This is an optimization exercise on Yosys and OpenROAD, whose aim is small area and a short achievable clock period, not a production implementation.
In this exercise RTL edits were held to simulation tests only and were not proved equivalent to the original.
Power figures rest on the tool's default switching activity, not on a simulated workload.

`flow/config.mk`:
```
export PLATFORM = sky130hd
export DESIGN_NAME = Project_VMU
export DESIGN_NICKNAME = Project_VMU
export VERILOG_FILES = /design/flow/design.v
export SDC_FILE = /design/flow/constraint.sdc
export NUM_CORES = 8
export LEC_CHECK = 0
export CAP_MARGIN = 20
export CORE_MARGIN = 2
export CORE_UTILIZATION = 40
export SLEW_MARGIN = 20
```
`flow/constraint.sdc`:
```
create_clock -name core_clock -period 5.5 [get_ports {clk}]
set_input_delay 1.1000 -clock core_clock [delete_from_list [all_inputs] [get_ports {clk}]]
set_output_delay 1.1000 -clock core_clock [all_outputs]
set_load 0.01 [all_outputs]
```
`flow/run.sh`:
```
#!/bin/bash
# synth_recipe.tcl (not shown) runs the flow's synth.tcl, then flattens the netlist and writes it again
# the make line also repeats each setting of config.mk as NAME=value (left out here)
make -C /OpenROAD-flow-scripts/flow DESIGN_CONFIG=/design/flow/config.mk WORK_HOME=/design/flow/orfs CLKGATE_MAP_FILE= SYNTH_SCRIPT=/design/flow/synth_recipe.tcl finish
```
`flow/design.v`:
```
module Project_VMU(pixel, weight, preset, clk, reset, memory);
input [63:0] pixel;
input [63:0] weight;
input preset, clk, reset;
output [1023:0] memory;
wire [7:0] pixel0;
wire [7:0] pixel1;
wire [7:0] pixel2;
wire [7:0] pixel3;
wire [7:0] pixel4;
wire [7:0] pixel5;
wire [7:0] pixel6;
wire [7:0] pixel7;
wire [7:0] weight0;
wire [7:0] weight1;
wire [7:0] weight2;
wire [7:0] weight3;
wire [7:0] weight4;
wire [7:0] weight5;
wire [7:0] weight6;
wire [7:0] weight7;
wire [15:0] convolution_ping0;
wire [15:0] convolution_ping1;
wire [15:0] convolution_ping2;
wire [15:0] convolution_ping3;
wire [15:0] convolution_ping4;
wire [15:0] convolution_ping5;
wire [15:0] convolution_ping6;
wire [15:0] convolution_ping7;
wire [15:0] convolution_ping8;
wire [15:0] convolution_ping9;
wire [15:0] convolution_ping10;
wire [15:0] convolution_ping11;
wire [15:0] convolution_ping12;
wire [15:0] convolution_ping13;
wire [15:0] convolution_ping14;
wire [15:0] convolution_ping15;
wire [15:0] convolution_ping16;
wire [15:0] convolution_ping17;
wire [15:0] convolution_ping18;
wire [15:0] convolution_ping19;
wire [15:0] convolution_ping20;
wire [15:0] convolution_ping21;
wire [15:0] convolution_ping22;
wire [15:0] convolution_ping23;
wire [15:0] convolution_ping24;
wire [15:0] convolution_ping25;
wire [15:0] convolution_ping26;
wire [15:0] convolution_ping27;
wire [15:0] convolution_ping28;
wire [15:0] convolution_ping29;
wire [15:0] convolution_ping30;
wire [15:0] convolution_ping31;
wire [15:0] convolution_ping32;
wire [15:0] convolution_ping33;
wire [15:0] convolution_ping34;
wire [15:0] convolution_ping35;
wire [15:0] convolution_ping36;
wire [15:0] convolution_ping37;
wire [15:0] convolution_ping38;
wire [15:0] convolution_ping39;
wire [15:0] convolution_ping40;
wire [15:0] convolution_ping41;
wire [15:0] convolution_ping42;
wire [15:0] convolution_ping43;
wire [15:0] convolution_ping44;
wire [15:0] convolution_ping45;
wire [15:0] convolution_ping46;
wire [15:0] convolution_ping47;
wire [15:0] convolution_ping48;
wire [15:0] convolution_ping49;
wire [15:0] convolution_ping50;
wire [15:0] convolution_ping51;
wire [15:0] convolution_ping52;
wire [15:0] convolution_ping53;
wire [15:0] convolution_ping54;
wire [15:0] convolution_ping55;
wire [15:0] convolution_ping56;
wire [15:0] convolution_ping57;
wire [15:0] convolution_ping58;
wire [15:0] convolution_ping59;
wire [15:0] convolution_ping60;
wire [15:0] convolution_ping61;
wire [15:0] convolution_ping62;
wire [15:0] convolution_ping63;
wire [15:0] convolution_pong0;
wire [15:0] convolution_pong1;
wire [15:0] convolution_pong2;
wire [15:0] convolution_pong3;
wire [15:0] convolution_pong4;
wire [15:0] convolution_pong5;
wire [15:0] convolution_pong6;
wire [15:0] convolution_pong7;
wire [15:0] convolution_pong8;
wire [15:0] convolution_pong9;
wire [15:0] convolution_pong10;
wire [15:0] convolution_pong11;
wire [15:0] convolution_pong12;
wire [15:0] convolution_pong13;
wire [15:0] convolution_pong14;
wire [15:0] convolution_pong15;
wire [15:0] convolution_pong16;
wire [15:0] convolution_pong17;
wire [15:0] convolution_pong18;
wire [15:0] convolution_pong19;
wire [15:0] convolution_pong20;
wire [15:0] convolution_pong21;
wire [15:0] convolution_pong22;
wire [15:0] convolution_pong23;
wire [15:0] convolution_pong24;
wire [15:0] convolution_pong25;
wire [15:0] convolution_pong26;
wire [15:0] convolution_pong27;
wire [15:0] convolution_pong28;
wire [15:0] convolution_pong29;
wire [15:0] convolution_pong30;
wire [15:0] convolution_pong31;
wire [15:0] convolution_pong32;
wire [15:0] convolution_pong33;
wire [15:0] convolution_pong34;
wire [15:0] convolution_pong35;
wire [15:0] convolution_pong36;
wire [15:0] convolution_pong37;
wire [15:0] convolution_pong38;
wire [15:0] convolution_pong39;
wire [15:0] convolution_pong40;
wire [15:0] convolution_pong41;
wire [15:0] convolution_pong42;
wire [15:0] convolution_pong43;
wire [15:0] convolution_pong44;
wire [15:0] convolution_pong45;
wire [15:0] convolution_pong46;
wire [15:0] convolution_pong47;
wire [15:0] convolution_pong48;
wire [15:0] convolution_pong49;
wire [15:0] convolution_pong50;
wire [15:0] convolution_pong51;
wire [15:0] convolution_pong52;
wire [15:0] convolution_pong53;
wire [15:0] convolution_pong54;
wire [15:0] convolution_pong55;
wire [15:0] convolution_pong56;
wire [15:0] convolution_pong57;
wire [15:0] convolution_pong58;
wire [15:0] convolution_pong59;
wire [15:0] convolution_pong60;
wire [15:0] convolution_pong61;
wire [15:0] convolution_pong62;
wire [15:0] convolution_pong63;
wire [1023:0] pingout;
wire [1023:0] pongout;
wire [1023:0] storage;
assign pixel0 = pixel[7:0];
assign pixel1 = pixel[15:8];
assign pixel2 = pixel[23:16];
assign pixel3 = pixel[31:24];
assign pixel4 = pixel[39:32];
assign pixel5 = pixel[47:40];
assign pixel6 = pixel[55:48];
assign pixel7 = pixel[63:56];
assign weight0 = weight[7:0];
assign weight1 = weight[15:8];
assign weight2 = weight[23:16];
assign weight3 = weight[31:24];
assign weight4 = weight[39:32];
assign weight5 = weight[47:40];
assign weight6 = weight[55:48];
assign weight7 = weight[63:56];
VMU_with_PingPong VMU0(pixel0, weight0, preset, clk, reset, convolution_ping0, convolution_pong0);
VMU_with_PingPong VMU1(pixel1, weight0, preset, clk, reset, convolution_ping1, convolution_pong1);
VMU_with_PingPong VMU2(pixel2, weight0, preset, clk, reset, convolution_ping2, convolution_pong2);
VMU_with_PingPong VMU3(pixel3, weight0, preset, clk, reset, convolution_ping3, convolution_pong3);
VMU_with_PingPong VMU4(pixel4, weight0, preset, clk, reset, convolution_ping4, convolution_pong4);
VMU_with_PingPong VMU5(pixel5, weight0, preset, clk, reset, convolution_ping5, convolution_pong5);
VMU_with_PingPong VMU6(pixel6, weight0, preset, clk, reset, convolution_ping6, convolution_pong6);
VMU_with_PingPong VMU7(pixel7, weight0, preset, clk, reset, convolution_ping7, convolution_pong7);
VMU_with_PingPong VMU8(pixel0, weight1, preset, clk, reset, convolution_ping8, convolution_pong8);
VMU_with_PingPong VMU9(pixel1, weight1, preset, clk, reset, convolution_ping9, convolution_pong9);
VMU_with_PingPong VMU10(pixel2, weight1, preset, clk, reset, convolution_ping10, convolution_pong10);
VMU_with_PingPong VMU11(pixel3, weight1, preset, clk, reset, convolution_ping11, convolution_pong11);
VMU_with_PingPong VMU12(pixel4, weight1, preset, clk, reset, convolution_ping12, convolution_pong12);
VMU_with_PingPong VMU13(pixel5, weight1, preset, clk, reset, convolution_ping13, convolution_pong13);
VMU_with_PingPong VMU14(pixel6, weight1, preset, clk, reset, convolution_ping14, convolution_pong14);
VMU_with_PingPong VMU15(pixel7, weight1, preset, clk, reset, convolution_ping15, convolution_pong15);
VMU_with_PingPong VMU16(pixel0, weight2, preset, clk, reset, convolution_ping16, convolution_pong16);
VMU_with_PingPong VMU17(pixel1, weight2, preset, clk, reset, convolution_ping17, convolution_pong17);
VMU_with_PingPong VMU18(pixel2, weight2, preset, clk, reset, convolution_ping18, convolution_pong18);
VMU_with_PingPong VMU19(pixel3, weight2, preset, clk, reset, convolution_ping19, convolution_pong19);
VMU_with_PingPong VMU20(pixel4, weight2, preset, clk, reset, convolution_ping20, convolution_pong20);
VMU_with_PingPong VMU21(pixel5, weight2, preset, clk, reset, convolution_ping21, convolution_pong21);
VMU_with_PingPong VMU22(pixel6, weight2, preset, clk, reset, convolution_ping22, convolution_pong22);
VMU_with_PingPong VMU23(pixel7, weight2, preset, clk, reset, convolution_ping23, convolution_pong23);
VMU_with_PingPong VMU24(pixel0, weight3, preset, clk, reset, convolution_ping24, convolution_pong24);
VMU_with_PingPong VMU25(pixel1, weight3, preset, clk, reset, convolution_ping25, convolution_pong25);
VMU_with_PingPong VMU26(pixel2, weight3, preset, clk, reset, convolution_ping26, convolution_pong26);
VMU_with_PingPong VMU27(pixel3, weight3, preset, clk, reset, convolution_ping27, convolution_pong27);
VMU_with_PingPong VMU28(pixel4, weight3, preset, clk, reset, convolution_ping28, convolution_pong28);
VMU_with_PingPong VMU29(pixel5, weight3, preset, clk, reset, convolution_ping29, convolution_pong29);
VMU_with_PingPong VMU30(pixel6, weight3, preset, clk, reset, convolution_ping30, convolution_pong30);
VMU_with_PingPong VMU31(pixel7, weight3, preset, clk, reset, convolution_ping31, convolution_pong31);
VMU_with_PingPong VMU32(pixel0, weight4, preset, clk, reset, convolution_ping32, convolution_pong32);
VMU_with_PingPong VMU33(pixel1, weight4, preset, clk, reset, convolution_ping33, convolution_pong33);
VMU_with_PingPong VMU34(pixel2, weight4, preset, clk, reset, convolution_ping34, convolution_pong34);
VMU_with_PingPong VMU35(pixel3, weight4, preset, clk, reset, convolution_ping35, convolution_pong35);
VMU_with_PingPong VMU36(pixel4, weight4, preset, clk, reset, convolution_ping36, convolution_pong36);
VMU_with_PingPong VMU37(pixel5, weight4, preset, clk, reset, convolution_ping37, convolution_pong37);
VMU_with_PingPong VMU38(pixel6, weight4, preset, clk, reset, convolution_ping38, convolution_pong38);
VMU_with_PingPong VMU39(pixel7, weight4, preset, clk, reset, convolution_ping39, convolution_pong39);
VMU_with_PingPong VMU40(pixel0, weight5, preset, clk, reset, convolution_ping40, convolution_pong40);
VMU_with_PingPong VMU41(pixel1, weight5, preset, clk, reset, convolution_ping41, convolution_pong41);
VMU_with_PingPong VMU42(pixel2, weight5, preset, clk, reset, convolution_ping42, convolution_pong42);
VMU_with_PingPong VMU43(pixel3, weight5, preset, clk, reset, convolution_ping43, convolution_pong43);
VMU_with_PingPong VMU44(pixel4, weight5, preset, clk, reset, convolution_ping44, convolution_pong44);
VMU_with_PingPong VMU45(pixel5, weight5, preset, clk, reset, convolution_ping45, convolution_pong45);
VMU_with_PingPong VMU46(pixel6, weight5, preset, clk, reset, convolution_ping46, convolution_pong46);
VMU_with_PingPong VMU47(pixel7, weight5, preset, clk, reset, convolution_ping47, convolution_pong47);
VMU_with_PingPong VMU48(pixel0, weight6, preset, clk, reset, convolution_ping48, convolution_pong48);
VMU_with_PingPong VMU49(pixel1, weight6, preset, clk, reset, convolution_ping49, convolution_pong49);
VMU_with_PingPong VMU50(pixel2, weight6, preset, clk, reset, convolution_ping50, convolution_pong50);
VMU_with_PingPong VMU51(pixel3, weight6, preset, clk, reset, convolution_ping51, convolution_pong51);
VMU_with_PingPong VMU52(pixel4, weight6, preset, clk, reset, convolution_ping52, convolution_pong52);
VMU_with_PingPong VMU53(pixel5, weight6, preset, clk, reset, convolution_ping53, convolution_pong53);
VMU_with_PingPong VMU54(pixel6, weight6, preset, clk, reset, convolution_ping54, convolution_pong54);
VMU_with_PingPong VMU55(pixel7, weight6, preset, clk, reset, convolution_ping55, convolution_pong55);
VMU_with_PingPong VMU56(pixel0, weight7, preset, clk, reset, convolution_ping56, convolution_pong56);
VMU_with_PingPong VMU57(pixel1, weight7, preset, clk, reset, convolution_ping57, convolution_pong57);
VMU_with_PingPong VMU58(pixel2, weight7, preset, clk, reset, convolution_ping58, convolution_pong58);
VMU_with_PingPong VMU59(pixel3, weight7, preset, clk, reset, convolution_ping59, convolution_pong59);
VMU_with_PingPong VMU60(pixel4, weight7, preset, clk, reset, convolution_ping60, convolution_pong60);
VMU_with_PingPong VMU61(pixel5, weight7, preset, clk, reset, convolution_ping61, convolution_pong61);
VMU_with_PingPong VMU62(pixel6, weight7, preset, clk, reset, convolution_ping62, convolution_pong62);
VMU_with_PingPong VMU63(pixel7, weight7, preset, clk, reset, convolution_ping63, convolution_pong63);
assign pongout = {convolution_pong63, convolution_pong62, convolution_pong61, convolution_pong60, convolution_pong59, convolution_pong58, convolution_pong57, convolution_pong56,
					convolution_pong55, convolution_pong54, convolution_pong53, convolution_pong52, convolution_pong51, convolution_pong50, 
					convolution_pong49, convolution_pong48, convolution_pong47, convolution_pong46, convolution_pong45, convolution_pong44, convolution_pong43, convolution_pong42, convolution_pong41, convolution_pong40, 
					convolution_pong39, convolution_pong38, convolution_pong37, convolution_pong36, convolution_pong35, convolution_pong34, convolution_pong33, convolution_pong32, convolution_pong31, convolution_pong30, 
					convolution_pong29, convolution_pong28, convolution_pong27, convolution_pong26, convolution_pong25, convolution_pong24, convolution_pong23, convolution_pong22, convolution_pong21, convolution_pong20, 
					convolution_pong19, convolution_pong18, convolution_pong17, convolution_pong16, convolution_pong15, convolution_pong14, convolution_pong13, convolution_pong12, convolution_pong11, convolution_pong10, 
					convolution_pong9, convolution_pong8, convolution_pong7, convolution_pong6, convolution_pong5, convolution_pong4, convolution_pong3, convolution_pong2, convolution_pong1, convolution_pong0};
assign pingout = {convolution_ping63, convolution_ping62, convolution_ping61, convolution_ping60, convolution_ping59, convolution_ping58, convolution_ping57, convolution_ping56,
					convolution_ping55, convolution_ping54, convolution_ping53, convolution_ping52, convolution_ping51, convolution_ping50, 
					convolution_ping49, convolution_ping48, convolution_ping47, convolution_ping46, convolution_ping45, convolution_ping44, convolution_ping43, convolution_ping42, convolution_ping41, convolution_ping40, 
					convolution_ping39, convolution_ping38, convolution_ping37, convolution_ping36, convolution_ping35, convolution_ping34, convolution_ping33, convolution_ping32, convolution_ping31, convolution_ping30, 
					convolution_ping29, convolution_ping28, convolution_ping27, convolution_ping26, convolution_ping25, convolution_ping24, convolution_ping23, convolution_ping22, convolution_ping21, convolution_ping20, 
					convolution_ping19, convolution_ping18, convolution_ping17, convolution_ping16, convolution_ping15, convolution_ping14, convolution_ping13, convolution_ping12, convolution_ping11, convolution_ping10, 
					convolution_ping9, convolution_ping8, convolution_ping7, convolution_ping6, convolution_ping5, convolution_ping4, convolution_ping3, convolution_ping2, convolution_ping1, convolution_ping0};
MUX MUX1(pingout, pongout, preset, storage);
assign memory = storage;
endmodule
module MUX(pingout, pongout, preset, storage);
input [1023:0] pingout;
input [1023:0] pongout;
input preset;
output [1023:0] storage;
assign storage = preset ? pingout : pongout;
endmodule
module VMU_with_PingPong(pixel, weight, preset, clk, reset, accum1out, accum2out);
input [7:0] pixel;
input [7:0] weight;
input clk,reset,preset;
output reg [15:0] accum1out;
output reg [15:0] accum2out;
reg [15:0] Mul0;
always@(posedge clk)
begin
	Mul0 <= pixel * weight;
end
wire [15:0] Q1;
wire [15:0] Q2;
ACC_Ping ACC1(clk, reset, preset, Mul0, Q1); 
ACC_Pong ACC2(clk, reset, preset, Mul0, Q2); 
always@(posedge clk)
begin
	if(reset == 1'b1) begin
		accum2out <= 16'd0;
	    accum1out <= 16'd0;
	end
	else begin
		accum2out <= Q2;
		accum1out <= Q1;
	end
end
endmodule
module ACC_Ping (clk, reset, preset, D, Q); 
input clk, reset, preset; 
input  [15:0] D; 
output [15:0] Q; 
reg    [15:0] tmp;  
wire [15:0] bk_tmp;
wire [15:0] S;
assign bk_tmp = tmp;
brent_kung bk1(bk_tmp, D, S);
always @(posedge clk) 
	begin 
      if (reset) 
        tmp <= 16'd0; 
	  else if (preset)
		tmp <= tmp;
      else 
		tmp <= S;
end 
assign Q = tmp; 
endmodule
module ACC_Pong (clk, reset, preset, D, Q); 
input clk, reset, preset; 
input  [15:0] D; 
output [15:0] Q; 
reg    [15:0] tmp;  
wire [15:0] bk_tmp;
wire [15:0] S;
assign bk_tmp = tmp;
brent_kung bk1(bk_tmp, D, S);
always @(posedge clk) 
	begin 
      if (reset) 
        tmp <= 16'd0; 
	  else if (!preset)
		tmp <= tmp;
      else 
		tmp <= S;
end 
assign Q = tmp; 
endmodule
module brent_kung(A, B, S);
    input  [15:0] A;
    input  [15:0] B;
	output [15:0] S;
    wire   [15:0] A;
    wire   [15:0] B;
	wire   [15:0] S;
    wire [15:0] p;
    wire [15:0] g;
    wire [15:0] C;
    wire [7:0] level1_g;
    wire [7:0] level1_p;
    wire [3:0] level2_g;
    wire [3:0] level2_p;
    wire [1:0] level3_g;
    wire [1:0] level3_p;
    wire       level4_g;
    wire       level4_p;
    wire       level5_g;
    wire       level5_p;
    wire [2:0] level6_g;
    wire [2:0] level6_p;
    wire [7:0] level7_g;
    wire [7:0] level7_p;
    genvar i;
    generate
    	for (i=0; i<16; i=i+1) begin
    		pg_gen pg_gen_ins(
    			.a(A[i]),
    			.b(B[i]),
    			.p(p[i]),
    			.g(g[i])
    		);
    	end
    endgenerate
    generate
    	for (i=0; i<8; i=i+1) begin
    		dot_operation dot_operation_instance_level1(
    			.g1(g[i*2]),
    			.p1(p[i*2]),
    			.g2(g[i*2+1]),
    			.p2(p[i*2+1]),
    			.gout(level1_g[i]),
    			.pout(level1_p[i])
    		);
    	end
    endgenerate
    generate
    	for (i=0; i<4; i=i+1) begin
    		dot_operation dot_operation_instance_level2(
    			.g1(level1_g[i*2]),
    			.p1(level1_p[i*2]),
    			.g2(level1_g[i*2+1]),
    			.p2(level1_p[i*2+1]),
    			.gout(level2_g[i]),
    			.pout(level2_p[i])
    		);    		
    	end
    endgenerate
    generate
    	for (i=0; i<2; i=i+1) begin
    		dot_operation dot_operation_instance_level3(
    			.g1(level2_g[i*2]),
    			.p1(level2_p[i*2]),
    			.g2(level2_g[i*2+1]),
    			.p2(level2_p[i*2+1]),
    			.gout(level3_g[i]),
    			.pout(level3_p[i])
    		);    		
    	end
    endgenerate
	dot_operation dot_operation_instance_level4(
		.g1(level3_g[0]),
		.p1(level3_p[0]),
		.g2(level3_g[1]),
		.p2(level3_p[1]),
		.gout(level4_g),
		.pout(level4_p)
	);    		
	dot_operation dot_operation_instance_level5(
		.g1(level3_g[0]),
		.p1(level3_p[0]),
		.g2(level2_g[2]),
		.p2(level2_p[2]),
		.gout(level5_g),
		.pout(level5_p)
	);   
	dot_operation dot_operation_instance_level6_0(  
		.g1(level2_g[0]),
		.p1(level2_p[0]),
		.g2(level1_g[2]),
		.p2(level1_p[2]),
		.gout(level6_g[0]),
		.pout(level6_p[0])
	); 
	dot_operation dot_operation_instance_level6_1(  
		.g1(level3_g[0]),
		.p1(level3_p[0]),
		.g2(level1_g[4]),
		.p2(level1_p[4]),
		.gout(level6_g[1]),
		.pout(level6_p[1])
	); 
	dot_operation dot_operation_instance_level6_2(  
		.g1(level5_g),
		.p1(level5_p),
		.g2(level1_g[6]),
		.p2(level1_p[6]),
		.gout(level6_g[2]),
		.pout(level6_p[2])
	); 
    assign level7_g[0] = g[0];
    assign level7_p[0] = 0;
	dot_operation dot_operation_instance_level7_1(  
		.g1(level1_g[0]),
		.p1(level1_p[0]),
		.g2(g[2]),
		.p2(p[2]),
		.gout(level7_g[1]),
		.pout(level7_p[1])
	); 	
	dot_operation dot_operation_instance_level7_2(  
		.g1(level2_g[0]),
		.p1(level2_p[0]),
		.g2(g[4]),
		.p2(p[4]),
		.gout(level7_g[2]),
		.pout(level7_p[2])
	); 	
	dot_operation dot_operation_instance_level7_3(  
		.g1(level6_g[0]),
		.p1(level6_p[0]),
		.g2(g[6]),
		.p2(p[6]),
		.gout(level7_g[3]),
		.pout(level7_p[3])
	); 	
	dot_operation dot_operation_instance_level7_4(  
		.g1(level3_g[0]),
		.p1(level3_p[0]),
		.g2(g[8]),
		.p2(p[8]),
		.gout(level7_g[4]),
		.pout(level7_p[4])
	); 	
	dot_operation dot_operation_instance_level7_5(  
		.g1(level6_g[1]),
		.p1(level6_p[1]),
		.g2(g[10]),
		.p2(p[10]),
		.gout(level7_g[5]),
		.pout(level7_p[5])
	); 	
	dot_operation dot_operation_instance_level7_6(  
		.g1(level5_g),
		.p1(level5_p),
		.g2(g[12]),
		.p2(p[12]),
		.gout(level7_g[6]),
		.pout(level7_p[6])
	); 	
	dot_operation dot_operation_instance_level7_7(  
		.g1(level6_g[2]),
		.p1(level6_p[2]),
		.g2(g[14]),
		.p2(p[14]),
		.gout(level7_g[7]),
		.pout(level7_p[7])
	); 	
    assign C = {level4_g,    level7_g[7], level6_g[2], level7_g[6],
                level5_g,    level7_g[5], level6_g[1], level7_g[4],
                level3_g[0], level7_g[3], level6_g[0], level7_g[2],
                level2_g[0], level7_g[1], level1_g[0], level7_g[0]};
	assign S[0] = p[0];
	generate
		for (i=1; i<16; i=i+1) begin
			assign S[i] = C[i-1] ^ p[i];
		end
	endgenerate
endmodule
module dot_operation(g1, p1, g2, p2, gout, pout
	);
    input  g1;
    input  p1;
    input  g2;
    input  p2;
    output gout;
    output pout;
    wire   g1;
    wire   p1;
    wire   g2;
    wire   p2;
    wire  gout;
    wire  pout;
    assign gout = g2 + (p2 & g1);
    assign pout = p2 & p1;
endmodule
module pg_gen(a, b, p, g
	);
    input  a;
    input  b;
    output g;
    output p;
    wire   a;
    wire   b;
    wire   p;
    wire   g;
	assign g = a & b;
	assign p = a ^ b;
endmodule
```
==> results by group <==
Logic synthesis
  – Net Count, Synth: 50790
  – Flops & latches, synth: 5120
  – Cells after Synth: 43370
  – Main synth FF type: dfxtp_1
  – Top cell type's share of synthesized area: 25.64%
  – Warnings, synthesis: 3
  – Synth cell types: 74
  – Post-synth EDFFs: 0
  – Register area share after synthesis: 25.64%
  – Async S/R FF share, synth: 0%
  – Post-Syn Area: 399800 um2
  – Post-synth top area cell: dfxtp_1
  – Area contributors post-synth: dfxtp_1 (26%), fa_1 (17%), ha_1 (12%)
  – Syn Area/Cell: 9.219 um2

Critical path
  – Worst EP required: 6.56 ns
  – FF-to-FF path depth: 18
  – Crit path kind: reg -> reg
  – Worst Setup SP: VMU3.Mul0[0]
  – Crit path DAT: 6.21 ns
  – Slowest stage cell on the critical path: o21ai_0
  – Startpoint types: register
  – Critical path cell sequence: ha_1, fa_1, and3b_1, o21ai_0, xor2_1, o2111a_1, o32a_1, nor3_1, xnor2_1, and2_1, o21ai_1, mux2_2, a41oi_1, nor3_1, fa_1, xor2_1, or3_1, a21oi_1
  – Crit-path max cell delay: 0.50 ns
  – FF-to-FF setup slack: 0.35 ns
  – Crit end category: register
  – Worst flop-to-flop path endpoint: VMU3.ACC1.tmp[15]
  – R2r startpoint: VMU3.Mul0[0]
  – CP max FO: 4

Timing
  – Crit share post-route: 93.66%
  – Final worst setup slack: 0.3485 ns
  – Final setup violation count: 0
  – Max Slew Vio Count: 0
  – Clk_skew: 0.07376 ns
  – Max Clock Freq: 0.1941 GHz
  – Final hold vios: 0
  – RSZ-0062 raised after global routing: no
  – Slew Limit Headroom: 32.00%
  – Min Tclk post-route: 5.152 ns
  – Worst-Margin Slew: 1.020 ns

Die
  – Initial Utilization: 40.08%
  – Die Y-Extent: 1.004 mm
  – # IOs: 1155
  – Core box area: 997400 um2
  – Die Span X: 1.004 mm
  – Die area: 1007000 um2
  – # rows: 367

Flow run
  – Max-cap violation count: 0

Power
  – Clock power frac: 18.9%
  – Sw Share: 41.77%
  – Worst VDD drop: 332.0 uV
  – Total power: 227.5 mW
  – Power Density: 491.5 nW/um2
  – Comb pwr share: 55.5%
  – Leakage: 209.5 nW
  – Psw: 95.04 mW
  – P_int: 132.5 mW
  – Flop pwr share: 25.6%

CTS
  – CTS tree: built
  – Clock Tree Buf Depth: 5
  – Num Clock Sinks: 5120
  – CTS Buf Count: 617
  – Clock Pin Slew Worst Setup and Hold Paths: 0.06 ns
  – Root Buffer: clkbuf_16
  – Hold_buf cts: 0
  – H-tree level count: 6
  – Clock latency on the worst-skew pair: 1.14 ns

Hold path
  – Worst hold path type: in -> reg
  – Hold Crit Endpoint: VMU23.Mul0[0]
  – Hold Crit Depth: 2
  – Min-Delay Startpoint: pixel[56]

Routing
  – WL final: 1171 mm
  – Detailed-route wire length per cell: 19.76 um
  – Post-DR vias/cell: 5.156
  – Drt first pass iters: 7
  – Antenna Nets Post-Route: 0
  – DR DRC count: 0
  – Initial DRC count: 19700
  – Vias: 305500

Place
  – HPWL after DPL: 928.3 mm
  – Port Buffers: 1154
  – Place WS: -0.8631 ns
  – Gpl congestion: 0.8812

Layout
  – Nets: 52790
  – Most frequent cells in the layout: dfxtp_1 (5120), inv_1 (5099), nor2_1 (4106)
  – Fillcell total: 93770
  – Share of post-route cells with drive strength above 1: 10.23%
  – Final Core Density: 46.42%
  – Area Growth Syn to Fin: 15.79%
  – Most common cell after layout, fill and taps aside: dfxtp_1

GRT
  – Global route overflow: 0
  – Gr usage total: 22.74%
  – Vias in the first global route: 307400
  – Largest net degree at the start of global routing: 172
  – First-pass GRT wire length: 1797 mm
  – Initial antenna violation count: 177

Outcome
  – Run status: timing/DRC/antenna clean
through the flow:
stage          hold WS (ns)  area (um2)  std cells  setup TNS [ns]
2_1_floorplan        0.4476      400500      43370         -0.1502
3_3_place_gp         0.4561      441400      58030         -125.29
3_5_place_dp         0.4630      441400      58030         -137.82
4_1_cts              0.2324      462600      59150               0
5_1_grt              0.2981      462700      59190               0
6_report             0.3494      462900      59260               0
metal layers:
metal	global-route usage (%)	wire length, um	part of all wire [%]
met1	30.14	515600	44
met2	36.61	526600	45
met5	0	146	0.012
met3	3.421	67250	5.7
met4	10.55	61280	5.2
cells by family (layout without fill, tap and decap cells):
logic type	after synthesis	count (layout)	share of synthesized area [%]
buffers and inverters	7296	9796	6.851
AOI/OAI and AO/OA	4537	4537	7.881
DFF	5120	5120	25.64
muxes	1859	1859	4.987
adders and majority gates	7296	7296	29.08
xor gates and xnor gates	2315	2315	5.072
and+or+nand+nor	14940	14940	20.49
other	0	111	0
cell type report:
class | instances | area [um2] | area share [%]
diodes | 111 | 277.8 | 0.06000
clock buffers | 842 | 17550 | 3.792
clock inverters | 278 | 3666 | 0.7919
inverters | 5099 | 19140 | 4.134
multi-input cells | 30950 | 269900 | 58.31
flip-flops and latches | 5120 | 102500 | 22.14
well taps | 13280 | 16620 | 3.590
repair buffers | 3577 | 33250 | 7.182
worst max-delay path by stage:
stage,end
2_1_floorplan,VMU10.Mul0[15]
3_3_place_gp,VMU1.Mul0[15]
3_5_place_dp,VMU1.Mul0[15]
4_1_cts,VMU29.ACC2.tmp[15]
5_1_grt,VMU34.Mul0[15]
6_report,VMU3.ACC1.tmp[15]
power groups by stage:
stage | sequential [mW] | combinational [mW] | clock, mW
2_1_floorplan | 54.5 | 89.7 | 0
3_3_place_gp | 58.9 | 121 | 0
3_5_place_dp | 59.1 | 125 | 0
4_1_cts | 58.5 | 127 | 44.1
5_1_grt | 59.7 | 143 | 45.5
6_report | 58.4 | 126 | 43.0
critical path: cells and delay by family (launching register included):
kind | cells | cell delay [ns]
AOI/OAI and AO/OA | 6 | 1.67
and+or+nand+nor | 5 | 1.08
adders and majority gates | 3 | 1.06
xor gates and xnor gates | 3 | 0.55
DFF | 1 | 0.40
muxes | 1 | 0.39
what timing repair did:
item                                    4_1_cts  5_1_grt
endpoints found under the setup margin        0       11
setup buffers                                 0        0
resized for setup                             0       10
synth_stat cells, drive strengths merged, types with 810 or more instances:
library cell,instances
nor2,4106
nor2b,1725
clkbuf,1785
and2,3448
xnor2,1365
fa,3328
mux2,1049
nand2,2135
a21oi,1172
dfxtp,5120
mux2i,810
ha,3968
xor2,950
inv,5099

## what the ideal ports hide
Ports are ideal in the flow. The routed layout listed here was re-timed in OpenROAD.
Step 1: set_driving_cell puts a clkbuf_16 on clk and a buf_2 on each other input, an assumption about the parent block.
Step 2 also shifts input and output timing later by t, the mid clock arrival at the registers, as if the neighbouring blocks saw the same clock.
Slacks: ideal / step 1 / step 2; pairs: ideal / step 1.
t (ns): 1.267
setup WS [ns]: 0.348 / 0.293 / -0.974
pins driven straight from the clock port: 1
Met with ideal ports but missed after step 2: setup timing in this run. The setup slack of this run moves by -0.055 ns with the drivers and by -1.322 ns with both steps.
